From an optimization exercise on the open Yosys and OpenROAD flow, aimed at a short achievable clock period and few clock cycles; shortcuts taken in it are not production practice. In this exercise RTL edits were held to simulation tests only and were not proved equivalent to the original. Power and IR drop assume default switching activity.

<file path="flow/config.mk">
export PLATFORM = sky130hd
export DESIGN_NAME = mips
export DESIGN_NICKNAME = mips
export VERILOG_FILES = /design/flow/design.v
export SDC_FILE = /design/flow/constraint.sdc
export NUM_CORES = 4
export LEC_CHECK = 0
export CAP_MARGIN = 20
export CORE_MARGIN = 2
export CORE_UTILIZATION = 40
export PLACE_DENSITY = 0.6
export SETUP_SLACK_MARGIN = 5
export SLEW_MARGIN = 20
export SYNTH_HIERARCHICAL = 1
export SYNTH_MINIMUM_KEEP_SIZE = 0
export TNS_END_PERCENT = 100
</file>
<file path="flow/constraint.sdc">
create_clock -name core_clock -period 8.0 [get_ports {clk}]
set_input_delay 1.6000 -clock core_clock [delete_from_list [all_inputs] [get_ports {clk}]]
set_output_delay 1.6000 -clock core_clock [all_outputs]
set_load 0.01 [all_outputs]
</file>
<file path="flow/design.v">
module mips(
    input clk,
    input reset,
    output [31:0] i_addr,
    input [31:0] i_data,
    output [31:0] d_addr,
    output [31:0] d_wdata,
    output d_we,
    input [31:0] d_rdata,
    output rf_we,
    output [4:0] rf_waddr,
    output [31:0] rf_wdata
    );
	reg [31:0] pc;
	reg [31:0] ir_d, pc4_d, tgt_d;
	reg [13:0] pch_d;           
	reg bc_d, bs_d, beq_f_d;    
	reg redir_st_d, valid_d, stall;
	reg fa_ld, fa_alu, fb_ld, fb_alu, byp_a, byp_b;
	reg [31:0] rs_oh_d, rt_oh_d;    
	reg [31:0] a_e, b_e, st_e, bt_e;
	reg ld_st_e, byp_st_e;
	reg add_e, sub_e, slt_e, or_e, inv_e, beq_e, jr_e, ld_e, sw_e, we_e;
	reg [4:0] dst_e;
	wire [31:0] dst_oh_e = 32'd1 << dst_e;
	reg [31:0] ao_m, st_m;
	reg ld_m, sw_m, we_m;
	reg [31:1] we_oh_m;    
	reg [4:0] dst_m;
	reg rf_we_w;
	reg [4:0] rf_waddr_w;
	reg [31:0] rf_wdata_w;
	reg [31:0] rf [1:31];
	wire [29:0] pc4_hi;
	assign pc4_hi = pc[31:2] + 30'd1;
	wire [31:0] pc4 = {pc4_hi, pc[1:0]};
	assign i_addr = pc;
	wire [5:0] f_op = i_data[31:26];
	wire f_beq = f_op == 6'h04;
	wire f_redir = f_op == 6'h02 || f_op == 6'h03 || (f_beq && i_data[25:21] == i_data[20:16]);
	wire [16:0] f_bt_lo;
	ling_add #(16, 1) bt_f (.a(pc[17:2]), .b(i_data[15:0]), .s(f_bt_lo[15:0]), .cout(f_bt_lo[16]));
	wire [31:0] f_tgt = f_beq ? {14'd0, f_bt_lo[15:0], pc[1:0]} : {pc4[31:28], i_data[25:0], 2'b00};
	wire [4:0] f_rs = i_data[25:21];
	wire [4:0] f_rt = i_data[20:16];
	wire [5:0] f_fn = i_data[5:0];
	wire f_rrr = f_op == 6'h00 && (f_fn == 6'h21 || f_fn == 6'h23 || f_fn == 6'h2a);
	wire f_bdy = f_beq && f_rs != f_rt;
	wire f_use_a = f_rrr || f_bdy || (f_op == 6'h00 && f_fn == 6'h08) ||
	               f_op == 6'h09 || f_op == 6'h0d || f_op == 6'h23 || f_op == 6'h2b;
	wire f_use_b = f_rrr || f_bdy;
	wire [5:0] op = ir_d[31:26];
	wire [5:0] fn = ir_d[5:0];
	wire [13:0] pch_p1 = pch_d + 14'd1;
	wire [13:0] pch_m1 = pch_d - 14'd1;
	wire [13:0] bt_hi = (bc_d == bs_d) ? pch_d : bc_d ? pch_p1 : pch_m1;
	wire [31:0] tgt_full = beq_f_d ? {bt_hi, tgt_d[17:0]} : tgt_d;
	wire [4:0] rs = ir_d[25:21];
	wire [4:0] rt = ir_d[20:16];
	wire [4:0] rd = ir_d[15:11];
	wire [15:0] imm = ir_d[15:0];
	wire is_r = valid_d && op == 6'h00;
	wire d_addu = is_r && fn == 6'h21;
	wire d_subu = is_r && fn == 6'h23;
	wire d_slt = is_r && fn == 6'h2a;
	wire d_jr = is_r && fn == 6'h08;
	wire d_beq = valid_d && op == 6'h04;
	wire d_addiu = valid_d && op == 6'h09;
	wire d_ori = valid_d && op == 6'h0d;
	wire d_lui = valid_d && op == 6'h0f;
	wire d_lw = valid_d && op == 6'h23;
	wire d_sw = valid_d && op == 6'h2b;
	wire d_j = valid_d && op == 6'h02;
	wire d_jal = valid_d && op == 6'h03;
	wire d_beq_dy = d_beq && rs != rt;    
	wire d_rrr = d_addu || d_subu || d_slt;
	wire use_a = d_rrr || d_jr || d_beq_dy || d_addiu || d_ori || d_lw || d_sw;
	wire use_b = d_rrr || d_beq_dy;
	wire [4:0] d_dst = d_rrr ? rd :
	                   (d_addiu || d_ori || d_lui || d_lw) ? rt :
	                   d_jal ? 5'd31 : 5'd0;
	wire dec_we = d_dst != 5'd0;
	wire stall_nx = !stall && !redir_e && d_lw && dec_we &&
	                ((f_use_a && f_rs == d_dst) || (f_use_b && f_rt == d_dst));
	wire [31:0] m_val = ld_m ? d_rdata : ao_m;
	reg [31:0] rf_a, rf_b;
	integer r;
	always @(*) begin
		rf_a = 32'd0;
		rf_b = 32'd0;
		for (r = 1; r < 32; r = r + 1) begin
			rf_a = rf_a | ({32{rs_oh_d[r]}} & rf[r]);
			rf_b = rf_b | ({32{rt_oh_d[r]}} & rf[r]);
		end
	end
	wire [31:0] va = ({32{fa_ld}} & d_rdata) | ({32{fa_alu}} & ao_m) |
	                 ({32{!fa_ld && !fa_alu}} & rf_a);
	wire [31:0] vb = ({32{fb_ld}} & d_rdata) | ({32{fb_alu}} & ao_m) |
	                 ({32{!fb_ld && !fb_alu}} & rf_b);
	wire fm_a_nx = we_e && (stall ? rs == dst_e : f_rs == dst_e);
	wire fm_b_nx = we_e && (stall ? rt == dst_e : f_rt == dst_e);
	wire byp_a_nx = !stall && f_use_a && dec_we && f_rs == d_dst;
	wire byp_b_nx = !stall && f_use_b && dec_we && f_rt == d_dst;
	wire [31:0] sext = {{16{imm[15]}}, imm};
	wire [31:0] imm_v = d_ori ? {16'd0, imm} :
	                    d_lui ? {imm, 16'd0} :
	                    d_jal ? pc4_d + 32'd4 : sext;
	wire fwd_m_a = fa_ld || fa_alu;
	wire jr_fast = d_jr && !byp_a && (fwd_m_a || rs == 5'd31);
	wire jr_late = d_jr && !jr_fast;
	wire [31:0] jr_tgt = fwd_m_a ? m_val : rf[31];
	wire jr_d = jr_fast;
	wire [31:0] A = a_e;
	wire [31:0] B = b_e;
	wire [31:0] sum, sumn;
	wire cout;
	ling_addc add_e_u (.a(A), .b(B), .cin(inv_e), .s(sum), .sn(sumn), .cout(cout));
	wire lt = !cout;
	wire [31:0] orv = A | B;
	wire [31:0] res;
	res_sel sel_m (.p(sum), .pn(sumn), .orv(orv), .src(32'd0), .lt(lt),
	               .s_p(add_e || sub_e), .s_pn(1'b0), .s_or(or_e), .s_orn(1'b0),
	               .s_lt(slt_e), .s_ltn(1'b0), .s_src(1'b0), .y(res));
	wire inv_nx = d_subu || d_slt;
	wire [31:0] a_src = (d_lui || d_jal) ? 32'd0 : va;
	wire [31:0] b_src = use_b ? (inv_nx ? ~vb : vb) : imm_v;
	wire byp_b_p = byp_b && !inv_nx;
	wire byp_b_n = byp_b && inv_nx;
	wire [31:0] a_nx, b_nx;
	res_sel sel_a (.p(sum), .pn(sumn), .orv(orv), .src(a_src), .lt(lt),
	               .s_p(byp_a && (add_e || sub_e)), .s_pn(1'b0), .s_or(byp_a && or_e), .s_orn(1'b0),
	               .s_lt(byp_a && slt_e), .s_ltn(1'b0), .s_src(!byp_a), .y(a_nx));
	res_sel sel_b (.p(sum), .pn(sumn), .orv(orv), .src(b_src), .lt(lt),
	               .s_p(byp_b_p && (add_e || sub_e)), .s_pn(byp_b_n && (add_e || sub_e)),
	               .s_or(byp_b_p && or_e), .s_orn(byp_b_n && or_e),
	               .s_lt(byp_b_p && slt_e), .s_ltn(byp_b_n && slt_e), .s_src(!byp_b), .y(b_nx));
	wire ab_eq;
	eq32 cmp_e (.a(A), .b(B), .eq(ab_eq));
	wire redir_e = (beq_e && ab_eq) || jr_e;
	wire [31:0] tgt_e = jr_e ? A : bt_e;
	wire [31:0] st_v = ld_st_e ? d_rdata : byp_st_e ? ao_m : st_e;
	integer i;
	always @(posedge clk) begin
		if (reset) begin
			pc <= 32'h0000_3000;
			ir_d <= 32'd0;
			pc4_d <= 32'd0;
			tgt_d <= 32'd0;
			redir_st_d <= 1'b0;
			valid_d <= 1'b0;
			stall <= 1'b0;
			fa_ld <= 1'b0; fa_alu <= 1'b0; fb_ld <= 1'b0; fb_alu <= 1'b0;
			byp_a <= 1'b0; byp_b <= 1'b0;
			rs_oh_d <= 32'd1;
			rt_oh_d <= 32'd1;
		end else begin
			stall <= stall_nx;
			fa_ld <= fm_a_nx && ld_e; fa_alu <= fm_a_nx && !ld_e;
			fb_ld <= fm_b_nx && ld_e; fb_alu <= fm_b_nx && !ld_e;
			byp_a <= byp_a_nx; byp_b <= byp_b_nx;
			if (redir_e)
				pc <= tgt_e;
			else if (!stall)
				pc <= (redir_st_d && valid_d) ? tgt_full : jr_d ? jr_tgt : pc4;
		end
		if (!reset && !stall) begin
			valid_d <= !redir_e;
			ir_d <= i_data;
			pc4_d <= pc4;
			tgt_d <= f_tgt;
			pch_d <= pc[31:18];
			bc_d <= f_bt_lo[16];
			bs_d <= i_data[15];
			beq_f_d <= f_beq;
			redir_st_d <= f_redir;
			rs_oh_d <= 32'd1 << i_data[25:21];
			rt_oh_d <= 32'd1 << i_data[20:16];
		end
	end
	always @(posedge clk) begin
		if (reset || stall) begin
			ld_st_e <= 1'b0; byp_st_e <= 1'b0;
			add_e <= 1'b0; sub_e <= 1'b0; slt_e <= 1'b0; or_e <= 1'b0; inv_e <= 1'b0;
			beq_e <= 1'b0; jr_e <= 1'b0; ld_e <= 1'b0; sw_e <= 1'b0; we_e <= 1'b0;
			dst_e <= 5'd0;
		end else begin
			ld_st_e <= ld_e && dst_e == rt;
			byp_st_e <= we_e && !ld_e && dst_e == rt;
			add_e <= d_addu || d_addiu || d_lw || d_sw;
			sub_e <= d_subu;
			slt_e <= d_slt;
			inv_e <= inv_nx;
			or_e <= d_ori || d_lui || d_jal;
			beq_e <= d_beq_dy;
			jr_e <= jr_late;
			ld_e <= d_lw && dec_we;
			sw_e <= d_sw;
			we_e <= dec_we;
			dst_e <= d_dst;
		end
		a_e <= a_nx;
		b_e <= b_nx;
		st_e <= vb;
		bt_e <= tgt_full;
	end
	always @(posedge clk)
		ao_m <= res;
	always @(posedge clk) begin
		if (reset) begin
			st_m <= 32'd0;
			ld_m <= 1'b0; sw_m <= 1'b0; we_m <= 1'b0; dst_m <= 5'd0; we_oh_m <= 31'd0;
			rf_we_w <= 1'b0; rf_waddr_w <= 5'd0; rf_wdata_w <= 32'd0;
		end else begin
			st_m <= st_v;
			ld_m <= ld_e; sw_m <= sw_e; we_m <= we_e; dst_m <= dst_e;
			we_oh_m <= we_e ? dst_oh_e[31:1] : 31'd0;
			rf_we_w <= we_m; rf_waddr_w <= dst_m; rf_wdata_w <= m_val;
		end
	end
	always @(posedge clk) begin
		if (reset) begin
			for (i = 1; i < 32; i = i + 1) rf[i] <= 32'd0;
		end else begin
			for (i = 1; i < 32; i = i + 1)
				if (we_oh_m[i]) rf[i] <= m_val;
		end
	end
	assign d_addr = ao_m;
	assign d_wdata = st_m;
	assign d_we = sw_m;
	assign rf_we = rf_we_w;
	assign rf_waddr = rf_waddr_w;
	assign rf_wdata = rf_wdata_w;
endmodule
module ling_add #(parameter W = 32, parameter CIN = 0) (
    input [W-1:0] a,
    input [W-1:0] b,
    output [W-1:0] s,
    output cout
    );
	localparam L = (W > 16) ? 5 : (W > 8) ? 4 : (W > 4) ? 3 : (W > 2) ? 2 : 1;
	wire [W-1:0] x = a ^ b;
	wire [W-1:0] t = a | b;
	wire [W-1:0] g = a & b;
	wire [W-1:0] h [0:L];
	wire [W-1:0] q [0:L];
	assign h[0] = {g[W-1:1], (CIN != 0) ? t[0] : g[0]};
	assign q[0] = {t[W-2:0], 1'b0};
	genvar k, i;
	generate
		for (k = 0; k < L; k = k + 1) begin : lvl
			for (i = 0; i < W; i = i + 1) begin : bt
				if (i >= (1 << k)) begin : cmb
					assign h[k+1][i] = h[k][i] | (q[k][i] & h[k][i-(1<<k)]);
					assign q[k+1][i] = q[k][i] & q[k][i-(1<<k)];
				end else begin : pass
					assign h[k+1][i] = h[k][i];
					assign q[k+1][i] = q[k][i];
				end
			end
		end
		for (i = 1; i < W; i = i + 1) begin : sm
			assign s[i] = h[L][i-1] ? (x[i] ^ t[i-1]) : x[i];
		end
	endgenerate
	assign s[0] = (CIN != 0) ? !x[0] : x[0];
	assign cout = t[W-1] & h[L][W-1];
endmodule
module res_sel (
    input [31:0] p,
    input [31:0] pn,
    input [31:0] orv,
    input [31:0] src,
    input lt,
    input s_p,
    input s_pn,
    input s_or,
    input s_orn,
    input s_lt,
    input s_ltn,
    input s_src,
    output [31:0] y
    );
	assign y = ({32{s_p}} & p) | ({32{s_pn}} & pn) | ({32{s_or}} & orv) | ({32{s_orn}} & ~orv) |
	           ({32{s_src}} & src) | {{31{s_ltn}}, (s_lt & lt) | (s_ltn & !lt)};
endmodule
module ling_addc (
    input [31:0] a,
    input [31:0] b,
    input cin,
    output [31:0] s,
    output [31:0] sn,
    output cout
    );
	wire [31:0] x = a ^ b;
	wire [31:0] t = a | b;
	wire [31:0] g = a & b;
	wire [31:0] h [0:5];
	wire [31:0] q [0:5];
	assign h[0] = {g[31:1], cin ? t[0] : g[0]};
	assign q[0] = {t[30:0], 1'b0};
	genvar k, i;
	generate
		for (k = 0; k < 5; k = k + 1) begin : lvl
			for (i = 0; i < 32; i = i + 1) begin : bt
				if (i >= (1 << k)) begin : cmb
					assign h[k+1][i] = h[k][i] | (q[k][i] & h[k][i-(1<<k)]);
					assign q[k+1][i] = q[k][i] & q[k][i-(1<<k)];
				end else begin : pass
					assign h[k+1][i] = h[k][i];
					assign q[k+1][i] = q[k][i];
				end
			end
		end
		for (i = 1; i < 32; i = i + 1) begin : sm
			assign s[i] = h[5][i-1] ? (x[i] ^ t[i-1]) : x[i];
			assign sn[i] = h[5][i-1] ? !(x[i] ^ t[i-1]) : !x[i];
		end
	endgenerate
	assign s[0] = x[0] ^ cin;
	assign sn[0] = !(x[0] ^ cin);
	assign cout = t[31] & h[5][31];
endmodule
module eq32 (
    input [31:0] a,
    input [31:0] b,
    output eq
    );
	wire [31:0] d = a ^ b;
	wire [7:0] z4;
	genvar i;
	generate
		for (i = 0; i < 8; i = i + 1) begin : g4
			assign z4[i] = !(d[4*i] | d[4*i+1] | d[4*i+2] | d[4*i+3]);
		end
	endgenerate
	assign eq = &z4;
endmodule
</file>
<file path="flow/run.sh">
#!/bin/bash
# synth_recipe.tcl (not shown) runs the flow's synth.tcl, then flattens the netlist and writes it again
# the make line also repeats each setting of config.mk as NAME=value (left out here)
make -C /OpenROAD-flow-scripts/flow DESIGN_CONFIG=/design/flow/config.mk WORK_HOME=/design/flow/orfs CLKGATE_MAP_FILE= SYNTH_SCRIPT=/design/flow/synth_recipe.tcl finish
</file>
==> summary.txt <==
-- cell type report --
class,instances,area (um2),share of cell area
Tap cell,2355,2950,0.0344
Clock buffer,222,4700,0.0549
Multi-Input combinational cell,5643,38600,0.451
Timing Repair Buffer,629,5590,0.0653
Antenna cell,14,35.0,0.000409
Sequential cell,1494,32100,0.375
Clock inverter,83,1010,0.0118
Inverter,144,561,0.00655
-- cell usage after synthesis (8+ instances only) --
library cell / n / area share
a222oi_1: 67 / 0.0093
buf_2: 65 / 0.0045
a31oi_1: 19 / 0.0017
a22oi_1: 341 / 0.036
and2_1: 48 / 0.0042
nor3_1: 105 / 0.0073
edfxtp_1: 177 / 0.074
xnor2_1: 91 / 0.011
nand2_1: 157 / 0.0082
nand3_1: 183 / 0.013
and3_1: 29 / 0.0025
o21a_1: 8 / 0.00084
o31a_1: 12 / 0.0015
ha_1: 136 / 0.024
nand2b_1: 28 / 0.0024
inv_1: 143 / 0.0075
nand3b_1: 9 / 0.00094
xor2_1: 126 / 0.015
clkbuf_1: 700 / 0.037
nor4_1: 23 / 0.0020
nor2b_1: 28 / 0.0024
dfxtp_1: 1317 / 0.37
a221oi_1: 380 / 0.046
or2_2: 42 / 0.0037
a211oi_1: 1014 / 0.11
o211ai_1: 31 / 0.0032
mux2i_1: 176 / 0.025
a21oi_1: 287 / 0.020
a22o_1: 363 / 0.044
o221ai_1: 22 / 0.0027
nor2_1: 1424 / 0.074
o21ai_0: 133 / 0.0093
or3_1: 22 / 0.0019
buf_1: 48 / 0.0025
nand4_1: 137 / 0.012
-- metal layers --
| layer | wire, um | part of all wire | up-vias |
|---|---|---|---|
| met5 | 263 | 0.00067 | - |
| met4 | 34800 | 0.089 | 29 |
| met3 | 66500 | 0.17 | 1969 |
| met2 | 148000 | 0.38 | 7159 |
| met1 | 141000 | 0.36 | 35600 |
| li1 | - | - | 30400 |
-- power by group through the flow --
stage / clock (mW) / combinational (mW) / sequential [mW]
2_1_floorplan: 0 / 1.44 / 8.04
3_3_place_gp: 0 / 2.36 / 8.15
3_5_place_dp: 0 / 2.37 / 8.15
4_1_cts: 8.12 / 2.56 / 7.95
5_1_grt: 8.43 / 2.96 / 7.96
6_report: 8.16 / 2.87 / 7.95
-- Yosys stat by module (local to each module, per instance), excerpt --
module     area [um2]  cells inside
mips            64400          6964
res_sel           980           147
eq32              347            43
ling_addc        2880           408
-- timing repair --
item,in CTS,in global routing
gates resized for setup,943,330
cloned,12,10
pin swaps,39,108
hold endpoints to repair,0,0
buffers inserted,142,56
endpoints found under the setup margin,480,502
-- through the flow --
stage	util	worst slack [ns]	power [mW]	std cells
2_1_floorplan	-	4.41	9.48	8090
3_3_place_gp	0.427	3.45	10.5	10000
3_5_place_dp	0.427	3.38	10.5	10000
4_1_cts	0.470	4.73	18.6	10500
5_1_grt	0.480	4.75	19.4	10600
6_report	0.480	4.82	19.0	10600
-- worst max-delay path by stage --
stage,to,slack [ns],cells past startpoint,start
2_1_floorplan,ir_d[0],4.41,4,reset
3_3_place_gp,pc[30],3.45,6,d_rdata[30]
3_5_place_dp,pc[30],3.38,6,d_rdata[30]
4_1_cts,pc[31],4.73,13,a_e[24]
5_1_grt,pc[31],4.75,12,a_e[20]
6_report,b_e[15],4.82,12,rt_oh_d[16]
-- critical path, cell delays in order, from the launching register on --
cell      delay, ns
edfxtp_1       0.39
buf_6          0.26
buf_12         0.28
a22o_1         0.27
a221oi_2       0.30
nand4_1        0.23
nor3_4         0.41
o21ai_0        0.21
xor2_1         0.19
nor2_1         0.10
a21oi_1        0.09
a22oi_1        0.21
nand3_1        0.11
-- flip-flops by register name, indices dropped and copies added (netlist names), 5 cells and up --
name        flops
pc4_d          32
pc             32
dst_m           5
dst_e           5
we_oh_m        31
tgt_d          32
a_e            32
b_e            32
pch_d          14
st_e           32
bt_e           32
rf            992
rf_wdata_w     32
st_m           32
ir_d           32
rs_oh_d        31
rt_oh_d        31
ao_m           32
rf_waddr_w      5
-- cell families (layout without fill, tap and decap cells) --
logic type | after synthesis | count (layout) | share of synthesized area
other cells | 1 | 81 | 0.0000522
fa+ha+maj | 137 | 137 | 0.0240
flops | 1494 | 1494 | 0.441
mux | 180 | 186 | 0.0252
xor+xnor | 217 | 217 | 0.0265
simple gates | 2269 | 2273 | 0.139
compound gates | 2763 | 2763 | 0.292
buf+inv | 963 | 1078 | 0.0519
-- placed cells by master (no fill, tap or decap), types with 86 or more instances in the layout --
cell	netlist	layout
mux2i_1	176	143
a21oi_1	287	265
nand4_1	137	137
buf_2	65	110
clkbuf_16	0	177
a211oi_1	1014	1008
a22oi_1	341	334
a22o_1	363	363
nor2_1	1424	1413
nand3_1	183	183
inv_1	143	133
edfxtp_1	177	177
dfxtp_4	0	109
xor2_1	126	125
dfxtp_1	1317	1174
a221oi_1	380	369
ha_1	136	120
xnor2_1	91	86
nand2_1	157	148
buf_4	4	321
==> reports/results.ini <==
[sta]
fin_crit_sh=0.398
relSlewSlack=0.140
fmax_mhz=314
rsz0062_at_grt=yes
finClkSkew_ns=0.0437
tightest_slew_ns=1.29
drv_slew=0
fin_setup_tns_ns=0
finalHoldViolations=0
whs_ns=0.381
finalSetupViolations=0
period_minus_slack_ns=3.18

[power_and_ir_drop]
ir_drop_mv=0.159
power_density_nw_per_um2=222
p_leak_nw=29.9
p_int_mw=13.3
clock_power_share=0.430
switching_share=0.301
pwr-share-comb=0.151
seqPwrFrac=0.419
p_sw_mw=5.72

[final_layout]
fin_nets=8282
drive_gt1_frac=0.162
fillers=16800
fin_area_um2=85600
area_delta_synth_final_pct=19.2

[logic_synthesis]
ys_types=89
yosysWarnings=10
synth-edff-count=177
ys_ff_latch=1494
synthArstFlopShare=0
synthFlopType=dfxtp_1
synthCells=8024
avgSynthCellArea_um2=8.94
yosysSeqAreaShare=0.441
syn_area_um2=71800

[floorplan]
io_pins=201
die_area_um2=183000
die_y_um=428
die_w_um=428
coreArea_um2=178000
num_rows=155
initial_utilization=0.402

[clock_network]
cts.clk_slew.worst_paths_ns=0.06
clk_latency_ns=0.86
ctsRootBufferMaster=clkbuf_16
cts.htree.levels=4
cts_tree=yes
cts.sinks=1494
cts_buffers=167
postCtsHoldBufs=0
clk_path_buf_depth=3

[setup_path]
worst-setup-path-type=flop to flop
cp_max_fo=18
critPathLaunchType=flop
r2r_end=b_e[15]
critPathCaptureType=flop
r2r-start=rt_oh_d[16]
cp_data_arrival_time_ns=3.92
r2r_cells=12
critPathRequiredTime_ns=8.73
r2r_setup_slack_ns=4.82

[worst_hold_path]
worstHoldPathCells=0
hold_start=tgt_d[4]
holdPathEnd=bt_e[4]
min_path_type=flop to flop

[placement]
io_buffers=200
place.detailed.hpwl_mm=224
place_congestion=1.03
placed_area_um2=76200

[grt]
globalRouteMet2Util=0.538
grtUsageMet3=0.178
grt_pass1_wl_mm=529
grt_max_degree=198
grt.busiest_layer=met2
grt_pass1_vias=67900
gr-usage-all-layers=0.406
grt-ovfl-total=0
use_met1=0.523
antenna_found_initial=24

[drt]
via_per_inst=7.11
drtAntennaViolNets=0
post-route-drc-count=0
first_iter_violations=15500
drt-total-wl_mm=391
drt-pass1-iter-count=10
avgRoutedWirePerCell_um=36.9
vias=75200

[outcome]
outcome=no timing/DRC/antenna violations

[run]
maxCapViolCount=0

Testbench counts, summed over its fixed seeds: cycles 46,510.

-- separate check: timing with driven ports --
The results above use ideal ports. As a check the final layout listed here was re-extracted and re-timed, cells and wires unchanged.
Step 1 assumes that a clkbuf_16 drives the clock port and a buf_2 every other input.
Step 2 adds t to the input delays and takes it off the output delays; t is the mean of the earliest and latest rising clock arrival at the registers after step 1. Input paths then give back, and output paths get back, about the clock's delay inside the block.
Slacks: ideal ports / drivers / drivers and shift; pairs: ideal ports / drivers.
shift t [ns]: 0.931
slack for setup (ns): 4.816 / 4.816 / 4.052
hold WS [ns]: 0.381 / 0.381 / 0.381
worst slew at a driven data input, ns: 0.05
After both steps setup and hold are still met in this run. The setup slack of this run moves by 0.000 ns with the drivers and by -0.764 ns with both steps.
